This design comes from an exercise in tuning for small area and a short achievable clock period on the open sky130 flow, not from production work. At most, simulation tests tie the RTL to the original design; equivalence was not proved. Power figures rest on the tool's default switching activity, not on a simulated workload. The clock port is modelled as an ideal driver; clocking choices that lean on that would not hold on a real chip.

Setup of run 1:
## fifo
module fifo(
  input clk,rst,wr_en,rd_en,
  input [7:0] buf_in,
  output reg [7:0]buf_out,
  output buf_empty,
  output reg buf_full,
  output reg [6:0] fifo_counter
);
  reg [7:0] buf_mem[63:0];
  reg [7:0] rsel_lo0, rsel_lo1, rsel_lo2, rsel_lo3;   
  reg [7:0] rsel_hi;                                  
  reg not_empty;
  assign buf_empty = ~not_empty;
  wire wr_acc = wr_en & ~buf_full;
  wire rd_acc = rd_en & not_empty;
  wire inc = wr_acc & ~rd_acc;
  wire dec = rd_acc & ~wr_acc;
  integer i;
  always @(posedge clk) begin
    if (wr_acc) begin
      buf_mem[0] <= buf_in;
      for (i = 1; i < 64; i = i + 1)
        buf_mem[i] <= buf_mem[i-1];
    end
  end
  reg [7:0] grp [7:0];
  reg [7:0] lo;
  reg [7:0] rd_data;
  integer g, j;
  always @* begin
    for (g = 0; g < 8; g = g + 1) begin
      case (g / 2)
        0: lo = rsel_lo0;
        1: lo = rsel_lo1;
        2: lo = rsel_lo2;
        default: lo = rsel_lo3;
      endcase
      grp[g] = 8'd0;
      for (j = 0; j < 8; j = j + 1)
        grp[g] = grp[g] | (buf_mem[8*g+j] & {8{lo[j]}});
    end
    rd_data = 8'd0;
    for (g = 0; g < 8; g = g + 1)
      rd_data = rd_data | (grp[g] & {8{rsel_hi[g]}});
  end
  always @(posedge clk or posedge rst) begin
    if (rst)
      buf_out <= 8'd0;
    else if (rd_acc)
      buf_out <= rd_data;
  end
  wire [6:0] cnt_up = fifo_counter + 7'd1;
  wire [6:0] cnt_dn = fifo_counter - 7'd1;
  always @(posedge clk or posedge rst) begin
    if (rst) begin
      fifo_counter <= 7'd0;
      rsel_lo0 <= 8'h80;
      rsel_lo1 <= 8'h80;
      rsel_lo2 <= 8'h80;
      rsel_lo3 <= 8'h80;
      rsel_hi <= 8'h80;
      not_empty <= 1'b0;
      buf_full <= 1'b0;
    end else begin
      if (inc) begin
        fifo_counter <= cnt_up;
        rsel_lo0 <= {rsel_lo0[6:0], rsel_lo0[7]};
        rsel_lo1 <= {rsel_lo1[6:0], rsel_lo1[7]};
        rsel_lo2 <= {rsel_lo2[6:0], rsel_lo2[7]};
  ...
Size in the first run: ~570 flip-flops, roughly 21000 um2 of cells after synthesis.
clock: 3.3 ns
lec_check: 0
cap_margin: 20
core_margin: 2
core_utilization: 40
setup_slack_margin: 1.1
slew_margin: 20
standard.sh (not shown) runs the stock make flow with config.mk's settings and CLKGATE_MAP_FILE= SYNTH_SCRIPT=/design/flow/synth_recipe.tcl, a recipe that flattens the netlist after the stock synthesis.
==> flow/flow/run.sh <==
#!/bin/bash
# Standard ORFS layout, with plain buffers on the ports, resizing not limited
# to each cell's footprint, and larger clock-tree sink clusters.
set -euo pipefail
bash standard.sh MATCH_CELL_FOOTPRINT=0 \
  "BUFFER_PORTS_ARGS=-buffer_cell sky130_fd_sc_hd__buf_4" \
  "CTS_ARGS=-sink_clustering_enable -repair_clock_nets -dont_use_dummy_load -sink_clustering_size 30 -sink_clustering_max_diameter 100" \
  finish > flow.log 2>&1
Here is what was changed in the inputs of run 2 compared with run 1.
Settings: setting PLACE_DENSITY to 0.8 for the first time; changing CORE_UTILIZATION from 40 to 70; changing SETUP_SLACK_MARGIN from 1.1 to 1.4.
### Flow results
Run 2 | status: complete | timing, DRC, antenna: pass
Run 2 vs run 1: number of buffers added for setup after CTS up
Via count (run 2 over run 1): increase, about 10%
Run 2 vs run 1, busiest layer in global routing: met2 vs met1
Re area of combinational cells with multiple inputs: run 1 and run 2 aren't equal, and the lower value belongs to run 1.
The following lists how run 3 was set up differently from run 2:
Settings: swapping 1.4 for 1.7 in SETUP_SLACK_MARGIN; clearing PLACE_DENSITY, which used to be 0.8; swapping 70 for 40 in CORE_UTILIZATION.
[summary]
Length of routed met3 wiring is higher on run 2. Run 3 ended up with more standard cells than run 2. Launch point of the critical path: rsel_lo2[5] -> run 2, rsel_lo3[6] -> run 3. Per the comparison of run 3 with run 2, overall fraction of global-route tracks in use lost 11 points, non-clock buffer count up 137, detailed placement HPWL picked up an extra about 1.8%.
Input changes introduced in run 4 (baseline for comparison: run 3):
Settings: SETUP_SLACK_MARGIN: 1.7 -> 1.4.
- From run 3 to run 4 the numbers moved as follows: wire length has decreased, first-pass GRT wire length down 7.8%, area growth from synthesis to layout now smaller, number of nets in the layout shows a reduction of 197, number of top-level pins roughly the same.
- Cmp run 4 and run 3 / count of plain and timing-repair buffers / lower: run 4
- The worst-path cell with the longest stage delay comes out sky130_fd_sc_hd__dfrtp_2 in one run and sky130_fd_sc_hd__dfrtp_4 in the other, namely in run 4 and run 3 respectively.
- Run 3 consumes more power than run 4.
- Cell area | run 4 vs run 3 | run 4 smaller
- Worst path buffer plus inverter count in run 4 is 1 above run 3.
Changes in run 5 relative to run 4:
Settings: CORE_UTILIZATION: 40 -> 55; PLACE_DENSITY: unset -> 0.65.
Findings:
- Run 5 ended with every stage complete and zero timing, DRC or antenna violations.
- From run 4 to run 5 the numbers moved as follows: total internal power did not really move; logic depth of the worst setup path including buffers dropped 3; post-route fraction of the period consumed by the critical path went up 0.33 points.
- NOTE TritonCTS buffer count run 4->run 5 decreased by a few percent
- Final max-slew violation count came out exactly the same in run 5 and run 4.
- In the tables for run 5 and run 4, worst setup margin reads lower with run 5.
- Post-route cell area essentially unchanged between run 5 and run 4.
- Looking at end point of the critical path, the buf_mem[60][1] result is from run 5; the buf_out[1] one comes from run 4.
- Die size: run 5 is under run 4
- Compared with run 4, in run 5 global-route usage grew by 5.9 points, post-detailed-routing wire length shrank by 1.9%, net count of the finished layout grew by 23.

* * *

JK:
The RTL this note starts from:
==> flow/design.v <==
module fifo(
  input clk,rst,wr_en,rd_en,
  input [7:0] buf_in,
  output reg [7:0]buf_out,
  output buf_empty,
  output reg buf_full,
  output reg [6:0] fifo_counter
);
  reg [7:0] buf_mem[63:0];
  reg [7:0] rsel_lo0, rsel_lo1, rsel_lo2, rsel_lo3;   
  reg not_empty;
  assign buf_empty = ~not_empty;
  wire wr_acc = wr_en & ~buf_full;
  wire rd_acc = rd_en & not_empty;
  wire inc = wr_acc & ~rd_acc;
  wire dec = rd_acc & ~wr_acc;
  integer i;
  always @(posedge clk) begin
    if (wr_acc) begin
      buf_mem[1] <= buf_in;
      for (i = 2; i < 64; i = i + 1)
        buf_mem[i] <= buf_mem[i-1];
      buf_mem[0] <= buf_mem[63];
    end
  end
  wire [7:0] rsel_hi;
  fifo_dec3 u_hi (.a(fifo_counter[5:3]), .y(rsel_hi));
  wire [7:0] out_next;
  wire rd_hold_n = ~rd_acc;
  genvar gg, kk, bb;
  generate
    for (bb = 0; bb < 8; bb = bb + 1) begin : g_bit
      wire [7:0] grp;   
      wire [7:0] n;     
      wire [3:0] m;
      wire [1:0] k;
      wire h;           
      for (gg = 0; gg < 8; gg = gg + 1) begin : g_grp
        wire [7:0] lo = (gg < 2) ? rsel_lo0 : (gg < 4) ? rsel_lo1 : (gg < 6) ? rsel_lo2 : rsel_lo3;
        fifo_sel8 u_s (
          .d({buf_mem[8*gg+7][bb], buf_mem[8*gg+6][bb], buf_mem[8*gg+5][bb], buf_mem[8*gg+4][bb],
              buf_mem[8*gg+3][bb], buf_mem[8*gg+2][bb], buf_mem[8*gg+1][bb], buf_mem[8*gg][bb]}),
          .s(lo), .y(grp[gg]));
        fifo_nand3 u_n (.a(grp[gg]), .b(rsel_hi[gg]), .c(rd_acc), .y(n[gg]));
      end
      for (kk = 0; kk < 4; kk = kk + 1) begin : g_m
        fifo_nand2 u_m (.a(n[2*kk]), .b(n[2*kk+1]), .y(m[kk]));
      end
      for (kk = 0; kk < 2; kk = kk + 1) begin : g_k
        fifo_nor2 u_k (.a(m[2*kk]), .b(m[2*kk+1]), .y(k[kk]));
      end
      fifo_nand2 u_h (.a(buf_out[bb]), .b(rd_hold_n), .y(h));
      fifo_nand3 u_o (.a(k[0]), .b(k[1]), .c(h), .y(out_next[bb]));
    end
  endgenerate
  always @(posedge clk or posedge rst) begin
    if (rst)
      buf_out <= 8'd0;
    else
      buf_out <= out_next;
  end
  wire [6:0] cnt_up = fifo_counter + 7'd1;
  wire [6:0] cnt_dn = fifo_counter - 7'd1;
  always @(posedge clk or posedge rst) begin
    if (rst) begin
      fifo_counter <= 7'd0;
      rsel_lo0 <= 8'h01;
      rsel_lo1 <= 8'h01;
      rsel_lo2 <= 8'h01;
      rsel_lo3 <= 8'h01;
      not_empty <= 1'b0;
      buf_full <= 1'b0;
    end else begin
      if (inc) begin
        fifo_counter <= cnt_up;
        rsel_lo0 <= {rsel_lo0[6:0], rsel_lo0[7]};
        rsel_lo1 <= {rsel_lo1[6:0], rsel_lo1[7]};
        rsel_lo2 <= {rsel_lo2[6:0], rsel_lo2[7]};
        rsel_lo3 <= {rsel_lo3[6:0], rsel_lo3[7]};
      end else if (dec) begin
        fifo_counter <= cnt_dn;
        rsel_lo0 <= {rsel_lo0[0], rsel_lo0[7:1]};
        rsel_lo1 <= {rsel_lo1[0], rsel_lo1[7:1]};
        rsel_lo2 <= {rsel_lo2[0], rsel_lo2[7:1]};
        rsel_lo3 <= {rsel_lo3[0], rsel_lo3[7:1]};
      end
      buf_full  <= buf_full ? ~rd_en : (fifo_counter == 7'd63) & wr_en & ~rd_en;
      not_empty <= not_empty ? ~((fifo_counter == 7'd1) & rd_en & ~wr_en) : wr_en;
    end
  end
endmodule
module fifo_dec3(
  input [2:0] a,
  output [7:0] y
);
  assign y = 8'd1 << a;
endmodule
module fifo_sel8(
  input [7:0] d,
  input [7:0] s,
  output y
);
  assign y = |(d & s);
endmodule
module fifo_nand2(input a, b, output y);
  assign y = ~(a & b);
endmodule
module fifo_nand3(input a, b, c, output y);
  assign y = ~(a & b & c);
endmodule
module fifo_nor2(input a, b, output y);
  assign y = ~(a | b);
endmodule
==> flow/config.mk <==
export PLATFORM = sky130hd
export DESIGN_NAME = fifo
export DESIGN_NICKNAME = fifo
export VERILOG_FILES = /design/flow/design.v
export SDC_FILE = /design/flow/constraint.sdc
export NUM_CORES = 4
export LEC_CHECK = 0
export CAP_MARGIN = 20
export CORE_MARGIN = 2
export CORE_UTILIZATION = 40
export HOLD_SLACK_MARGIN = 0.1
export SETUP_SLACK_MARGIN = 1.4
export SLEW_MARGIN = 20
export SYNTH_HIERARCHICAL = 1
export SYNTH_MINIMUM_KEEP_SIZE = 0
==> flow/constraint.sdc <==
create_clock -name core_clock -period 3.3 [get_ports {clk}]
set_input_delay 0.6600 -clock core_clock [delete_from_list [all_inputs] [get_ports {clk}]]
set_output_delay 0.6600 -clock core_clock [all_outputs]
set_load 0.01 [all_outputs]
Scripts as last shown in full above: flow/flow/run.sh
Input changes introduced in MS (baseline for comparison: JK):
Settings: HOLD_SLACK_MARGIN removed (was 0.1).
Notes after the runs:
Comparing MS with JK, the cell internal power dissipation came out essentially unchanged.
Looking at JK and MS, the fraction of registers with async set or reset after synthesis is a wash.
All of JK and MS finish clean.
When MS is measured against JK, its detailed-route wire length on metal 1 turns out 0.56% lower.
~same fraction of the cycle the final worst path needs in JK and MS
Changes observed in MS relative to JK: relative area change from synthesis to final layout held steady; number of placed instances with taps included held steady; routed wire length held steady; core utilization held steady; global-route usage held steady.
First-pass GRT wire length: JK vs MS — no meaningful difference
Sequential share of cell area across JK and MS: no real change.
No run of this note included a check of the RTL's function; only the layout flow was run.

## static timing again, ports no longer ideal
No port has a modelled driver above. Below, the same layouts with a new extraction and two added sets of constraints. Step 1 (the two cells are an assumption about what drives the block):
set clk [get_ports {clk}]
set_driving_cell -lib_cell sky130_fd_sc_hd__clkbuf_16 $clk
set_driving_cell -lib_cell sky130_fd_sc_hd__buf_2 [delete_from_list [all_inputs] $clk]
Step 2 also shifts input and output timing later by t, the mid clock arrival at the registers, as if the neighbouring blocks saw the same clock. Three values: no drivers, after step 1, after step 2; two values: the first two.
run | t (ns) | slack for setup (ns) | hold WS [ns] | worst setup path at the end | slew at the worst register clock pin (ns)
run 1 | 0.617 | 1.174 / 1.174 / 0.876 | 0.195 / 0.159 / 0.415 | input to register | 0.12 / 0.12
run 2 | 0.607 | 1.329 / 1.329 / 1.128 | 0.059 / 0.028 / 0.416 | input to register | 0.12 / 0.12
run 3 | 0.617 | 1.385 / 1.385 / 1.194 | 0.199 / 0.167 / 0.418 | input to register | 0.12 / 0.12
run 4 | 0.613 | 1.356 / 1.356 / 1.121 | 0.204 / 0.173 / 0.422 | input to register | 0.12 / 0.12
run 5 | 0.611 | 1.346 / 1.346 / 1.023 | 0.218 / 0.184 / 0.452 | input to register | 0.12 / 0.12
JK | 0.617 | 1.378 / 1.324 / 1.107 | 0.256 / 0.226 / 0.441 | input to register | 0.12 / 0.12
MS | 0.617 | 1.379 / 1.325 / 1.107 | 0.009 / -0.021 / 0.442 | input to register | 0.12 / 0.12
After both steps every run listed still meets setup and hold. The setup slack of run 5, which loses most, moves by 0.000 ns with the drivers and by -0.323 ns with both steps.
